What follows belongs to an exercise in optimizing a design on an open flow for small area; a production flow would make more cautious choices.
Function was checked by simulation only, so behaviour that the tests miss may differ from the original.
Power is estimated from default activity; no workload was simulated. No driver is modelled on the clock port, so clocking that relies on it looks cheaper here than on a real chip.

==> flow/design.v (excerpt) <==
module measure_bw#
(
    parameter[63:0] ADDRESS_OFFSET        = 64'h0000_0000,
    parameter       MAX_OUTSTANDING_RREQ  = 8,
    parameter       MAX_OUTSTANDING_WREQ  = 8,
    parameter       AXI_DATA_WIDTH        = 64,
    parameter       AXI_ADDR_WIDTH        = 64
)
(
    input wire  AXI_ACLK, AXI_ARESETN,
    input  wire[6-1 : 0]    S_AXI_AWADDR,   
    input  wire                             S_AXI_AWVALID,  
    output wire                                             S_AXI_AWREADY,
    input  wire[2 : 0]                      S_AXI_AWPROT,
    input  wire[32-1 : 0]    S_AXI_WDATA,      
    input  wire                             S_AXI_WVALID,
    input  wire[(32/8)-1:0]  S_AXI_WSTRB,
    output wire                                             S_AXI_WREADY,
    output  wire[1 : 0]                                     S_AXI_BRESP,
    output  wire                                            S_AXI_BVALID,
    input   wire                            S_AXI_BREADY,
    input  wire[6-1 : 0]    S_AXI_ARADDR,     
    input  wire                             S_AXI_ARVALID,
    input  wire[2 : 0]                      S_AXI_ARPROT,     
    output wire                                             S_AXI_ARREADY,
    output  wire[32-1 : 0]                   S_AXI_RDATA,
    output  wire                                            S_AXI_RVALID,
    output  wire[1 : 0]                                     S_AXI_RRESP,
    input   wire                            S_AXI_RREADY,
    output wire[AXI_ADDR_WIDTH-1 : 0]      M_AXI_ARADDR,     
    output wire                            M_AXI_ARVALID,
    output wire[2:0]                       M_AXI_ARPROT,     
    output wire                            M_AXI_ARLOCK,
    output wire[3:0]                       M_AXI_ARID,
    output wire[7:0]                       M_AXI_ARLEN,
    output wire[2:0]                       M_AXI_ARSIZE,
    output wire[1:0]                       M_AXI_ARBURST,
    output wire[3:0]                       M_AXI_ARCACHE,
    output wire[3:0]                       M_AXI_ARQOS,
    input  wire                                              M_AXI_ARREADY,
    input  wire[AXI_DATA_WIDTH-1 : 0]                        M_AXI_RDATA,
    input  wire                                              M_AXI_RVALID,
    input  wire[1:0]                                         M_AXI_RRESP,
    input  wire                                              M_AXI_RLAST,
    output wire                            M_AXI_RREADY,
    output wire[AXI_ADDR_WIDTH-1:0]        M_AXI_AWADDR,
    output wire                            M_AXI_AWVALID,
    output wire[2:0]                       M_AXI_AWPROT,
    output wire[3:0]                       M_AXI_AWID,
    output wire[7:0]                       M_AXI_AWLEN,
    output wire[2:0]                       M_AXI_AWSIZE,
    output wire[1:0]                       M_AXI_AWBURST,
    output wire                            M_AXI_AWLOCK,
    output wire[3:0]                       M_AXI_AWCACHE,
    output wire[3:0]                       M_AXI_AWQOS,
    input  wire                                              M_AXI_AWREADY,
    output wire[AXI_DATA_WIDTH-1 : 0]      M_AXI_WDATA,
    output wire                            M_AXI_WVALID,
    output wire[(AXI_DATA_WIDTH/8)-1:0]    M_AXI_WSTRB,
    output wire                            M_AXI_WLAST,
    input  wire                                              M_AXI_WREADY,
    input  wire[1:0]                                         M_AXI_BRESP,
    input  wire                                              M_AXI_BVALID,
    output wire                           M_AXI_BREADY
 );
export LEC_CHECK = 0
export CAP_MARGIN = 10
export CORE_MARGIN = 2
export CORE_UTILIZATION = 78
export SLEW_MARGIN = 10
create_clock -name core_clock -period 8.0 [get_ports {AXI_ACLK}]
standard.sh (not shown) runs the stock make flow with config.mk's settings and CLKGATE_MAP_FILE= SYNTH_SCRIPT=/design/flow/synth_recipe.tcl, a recipe that flattens the netlist after the stock synthesis.
==> flow/flow/run.sh <==
#!/bin/bash
# Layout flow: the standard layout (standard.sh) with these changes to how the layout is made:
#  - after the standard synthesis (run unchanged), its combinational logic is re-mapped for area
#    with Yosys/ABC (flow/remap.ys.in, flow/remap.abc); every flip-flop instance is kept as the
#    standard synthesis made it (same names and cell types);
#  - the port buffers that global placement inserts use the smallest buffer cell;
#  - the clock tree uses larger sink clusters and no dummy loads.
# Each tool's whole output goes to a log file of its own in this folder (ORFS steps also keep
# their logs under orfs/logs/).
set -euo pipefail
here=$(pwd)
lib=$FLOW_HOME/platforms/$FLOW_PLATFORM/lib/sky130_fd_sc_hd__tt_025C_1v80.lib
res=$here/orfs/results/$FLOW_PLATFORM/measure_bw/base
yosys_exe=$(command -v yosys || echo "$FLOW_HOME/../tools/install/yosys/bin/yosys")

export BUFFER_PORTS_ARGS="-buffer_cell sky130_fd_sc_hd__buf_1"
export CTS_ARGS="-sink_clustering_enable -repair_clock_nets -sink_clustering_size 29 -sink_clustering_max_diameter 100 -dont_use_dummy_load"

# 1. the standard synthesis
bash standard.sh synth > standard_synth.log 2>&1

# 2. re-map its combinational logic
cp "$res/1_2_yosys.v" "$here/synth_standard.v"
dont_use=$(sed -n '/DONT_USE_CELLS *+=/,/^ *$/p' "$FLOW_HOME/platforms/$FLOW_PLATFORM/config.mk" \
           | grep -o 'sky130_fd_sc_hd__[a-z0-9_]*' | sed 's/^/-dont_use /' | tr '\n' ' ')
printf 'set_driving_cell sky130_fd_sc_hd__buf_1\nset_load 5\n' > "$here/remap.constr"
sed -e "s#@LIB@#$lib#g" -e "s#@IN@#$here/synth_standard.v#" -e "s#@TOP@#$FLOW_TOP#" \
    -e "s#@DONTUSE@#$dont_use#" -e "s#@ABC@#$here/flow/remap.abc#" \
    -e "s#@CONSTR@#$here/remap.constr#" -e "s#@OUT@#$here/synth_remapped.v#" \
    flow/remap.ys.in > "$here/remap.ys"
"$yosys_exe" -s "$here/remap.ys" > remap.log 2>&1
cp "$here/synth_remapped.v" "$res/1_2_yosys.v"
rm -f "$res/1_synth.odb" "$res/1_synth.sdc"

# 3. the rest of the standard layout, from the re-mapped netlist
bash standard.sh > standard.log 2>&1
==> flow/flow/remap.abc <==
strash
ifraig
scorr
dc2
strash
&get -n
&dch -f
&nf -D 5000
&put
topo
stime -c
Other scripts of this flow, unchanged in this note and not shown: flow/flow/remap.ys.in
Edit:
--- a/flow/flow/run.sh
+++ b/flow/flow/run.sh
@@ -17 +17 @@
-export CTS_ARGS="-sink_clustering_enable -repair_clock_nets -sink_clustering_size 29 -sink_clustering_max_diameter 100 -dont_use_dummy_load"
+export CTS_ARGS="-sink_clustering_enable -repair_clock_nets -sink_clustering_size 27 -sink_clustering_max_diameter 100 -dont_use_dummy_load"
--- a/flow/flow/remap.abc
+++ b/flow/flow/remap.abc
@@ -9,0 +10,8 @@
+strash
+ifraig
+dc2
+strash
+&get -n
+&dch -f
+&nf -D 5000
+&put
CORE_UTILIZATION = 75   (was 78)
Combinational power is lower by 15%. Area after synthesis drops by 1.1%. Sequential share of layout area increases by 0.17 points. Power falls by 0.66%. Setup slack degrades by 0.55 ns. Cell count drops by 1.1%. Worst hold slack gains 0.061 ns. Via count shrinks by 3.3%. Clock power rises by about 7%. Wire length came out lower by 1.4%.
Edit:
--- a/flow/flow/run.sh
+++ b/flow/flow/run.sh
@@ -17 +17 @@
-export CTS_ARGS="-sink_clustering_enable -repair_clock_nets -sink_clustering_size 27 -sink_clustering_max_diameter 100 -dont_use_dummy_load"
+export CTS_ARGS="-sink_clustering_enable -repair_clock_nets -sink_clustering_size 26 -sink_clustering_max_diameter 100 -dont_use_dummy_load"
==> flow/flow/remap.abc (replaced) <==
strash
ifraig
scorr
dc2
strash
&get -n
&dch -f
&nf -D 5000
&put
topo
stime -c
CORE_UTILIZATION = 70   (was 75)
After rerunning: Cell count climbs by a few percent. Non-clock buffer count shrinks by 8. Clock skew falls by 0.0073 ns. Sequential power rises slightly.

========
measure_bw, a different RTL version from the one above (not shown whole).
For scale: about 2,800 cells after synthesis, about 32,000 um^2 of cells after synthesis.
Design measure_bw, start of the top module:
module measure_bw#
(
    parameter[63:0] ADDRESS_OFFSET        = 64'h0000_0000,
    parameter       MAX_OUTSTANDING_RREQ  = 8,
    parameter       MAX_OUTSTANDING_WREQ  = 8,
    parameter       AXI_DATA_WIDTH        = 64,
    parameter       AXI_ADDR_WIDTH        = 64
)
(
    input wire  AXI_ACLK, AXI_ARESETN,
    input  wire[6-1 : 0]    S_AXI_AWADDR,   
    input  wire                             S_AXI_AWVALID,  
    output wire                                             S_AXI_AWREADY,
    input  wire[2 : 0]                      S_AXI_AWPROT,
    input  wire[32-1 : 0]    S_AXI_WDATA,      
    input  wire                             S_AXI_WVALID,
    input  wire[(32/8)-1:0]  S_AXI_WSTRB,
    output wire                                             S_AXI_WREADY,
    output  wire[1 : 0]                                     S_AXI_BRESP,
    output  wire                                            S_AXI_BVALID,
    input   wire                            S_AXI_BREADY,
    input  wire[6-1 : 0]    S_AXI_ARADDR,     
    input  wire                             S_AXI_ARVALID,
    input  wire[2 : 0]                      S_AXI_ARPROT,     
    output wire                                             S_AXI_ARREADY,
    output  wire[32-1 : 0]                   S_AXI_RDATA,
    output  wire                                            S_AXI_RVALID,
  ...
==> flow/config.mk <==
export PLATFORM = sky130hd
export DESIGN_NAME = measure_bw
export DESIGN_NICKNAME = measure_bw
export VERILOG_FILES = /design/flow/design.v
export SDC_FILE = /design/flow/constraint.sdc
export NUM_CORES = 4
export LEC_CHECK = 0
export CAP_MARGIN = 10
export CORE_MARGIN = 2
export CORE_UTILIZATION = 70
export SLEW_MARGIN = 10
==> flow/constraint.sdc <==
create_clock -name core_clock -period 8.0 [get_ports {AXI_ACLK}]
set_input_delay 1.6000 -clock core_clock [delete_from_list [all_inputs] [get_ports {AXI_ACLK}]]
set_output_delay 1.6000 -clock core_clock [all_outputs]
set_load 0.01 [all_outputs]
==> flow/flow/run.sh <==
#!/bin/bash
# Layout flow: the standard layout (standard.sh) with these changes to how the layout is made:
#  - after the standard synthesis (run unchanged), its combinational logic is re-mapped for area
#    with Yosys/ABC (flow/remap.ys.in, flow/remap.abc); every flip-flop instance is kept as the
#    standard synthesis made it (same names and cell types);
#  - the port buffers that global placement inserts use the smallest buffer cell;
#  - the clock tree uses larger sink clusters and no dummy loads.
# Each tool's whole output goes to a log file of its own in this folder (ORFS steps also keep
# their logs under orfs/logs/).
set -euo pipefail
here=$(pwd)
lib=$FLOW_HOME/platforms/$FLOW_PLATFORM/lib/sky130_fd_sc_hd__tt_025C_1v80.lib
res=$here/orfs/results/$FLOW_PLATFORM/measure_bw/base
yosys_exe=$(command -v yosys || echo "$FLOW_HOME/../tools/install/yosys/bin/yosys")

export BUFFER_PORTS_ARGS="-buffer_cell sky130_fd_sc_hd__buf_1"
export CTS_ARGS="-sink_clustering_enable -repair_clock_nets -sink_clustering_size 26 -sink_clustering_max_diameter 100 -dont_use_dummy_load"

# 1. the standard synthesis
bash standard.sh synth > standard_synth.log 2>&1

# 2. re-map its combinational logic
cp "$res/1_2_yosys.v" "$here/synth_standard.v"
dont_use=$(sed -n '/DONT_USE_CELLS *+=/,/^ *$/p' "$FLOW_HOME/platforms/$FLOW_PLATFORM/config.mk" \
           | grep -o 'sky130_fd_sc_hd__[a-z0-9_]*' | sed 's/^/-dont_use /' | tr '\n' ' ')
printf 'set_driving_cell sky130_fd_sc_hd__buf_1\nset_load 5\n' > "$here/remap.constr"
sed -e "s#@LIB@#$lib#g" -e "s#@IN@#$here/synth_standard.v#" -e "s#@TOP@#$FLOW_TOP#" \
    -e "s#@DONTUSE@#$dont_use#" -e "s#@ABC@#$here/flow/remap.abc#" \
    -e "s#@CONSTR@#$here/remap.constr#" -e "s#@OUT@#$here/synth_remapped.v#" \
    flow/remap.ys.in > "$here/remap.ys"
"$yosys_exe" -s "$here/remap.ys" > remap.log 2>&1
cp "$here/synth_remapped.v" "$res/1_2_yosys.v"
rm -f "$res/1_synth.odb" "$res/1_synth.sdc"

# 3. the rest of the standard layout, from the re-mapped netlist
bash standard.sh > standard.log 2>&1
==> flow/flow/remap.abc <==
strash
ifraig
scorr
dc2
strash
&get -n
&dch -f
&nf -D 4000
&put
topo
stime -c
Other scripts of this flow, unchanged in this note and not shown: flow/flow/remap.ys.in
Next try:
==> flow/flow/remap.abc (replaced) <==
strash
ifraig
scorr
dc2
strash
&get -n
&dch -f
&nf -R 1000
&put
topo
stime -c
After rerunning:
- design area rose by about 0.9%
- routed wire length rose by 2.8%
- critical path depth rose by 18
- sequential share of layout area fell by 0.50 points
- flip-flop and latch count is unchanged
- register-to-register slack is worse by 510 ps
- power barely changes

==> port drivers added, routing unchanged <==
In the flow no input, the clock included, has a driving cell. The finished layouts below were timed again as built, in two steps. Step 1 sets driving cells, clkbuf_16 on the clock port and buf_2 on the other inputs (assumed; they add their load-dependent delay and slew). Step 2 adds t to the input delays and takes it off the output delays; t is the mean of the earliest and latest rising clock arrival at the registers after step 1. Input paths then give back, and output paths get back, about the clock's delay inside the block. a / b / c = ideal / step 1 / step 2; a / b = the first two.
run	shift t [ns]	slack for setup (ns)	worst data-port slew with drivers (ns)
the first run of note 1	0.692	0.908 / 0.908 / 0.908	0.07
the second run of note 1	0.627	0.358 / 0.358 / 0.358	0.08
the third run of note 1	0.631	1.188 / 1.188 / 1.188	0.06
the first run of note 2	0.633	0.681 / 0.681 / 0.681	0.09
the second run of note 2	0.625	0.168 / 0.168 / 0.168	0.10
After both steps setup and hold are still met in every run listed.
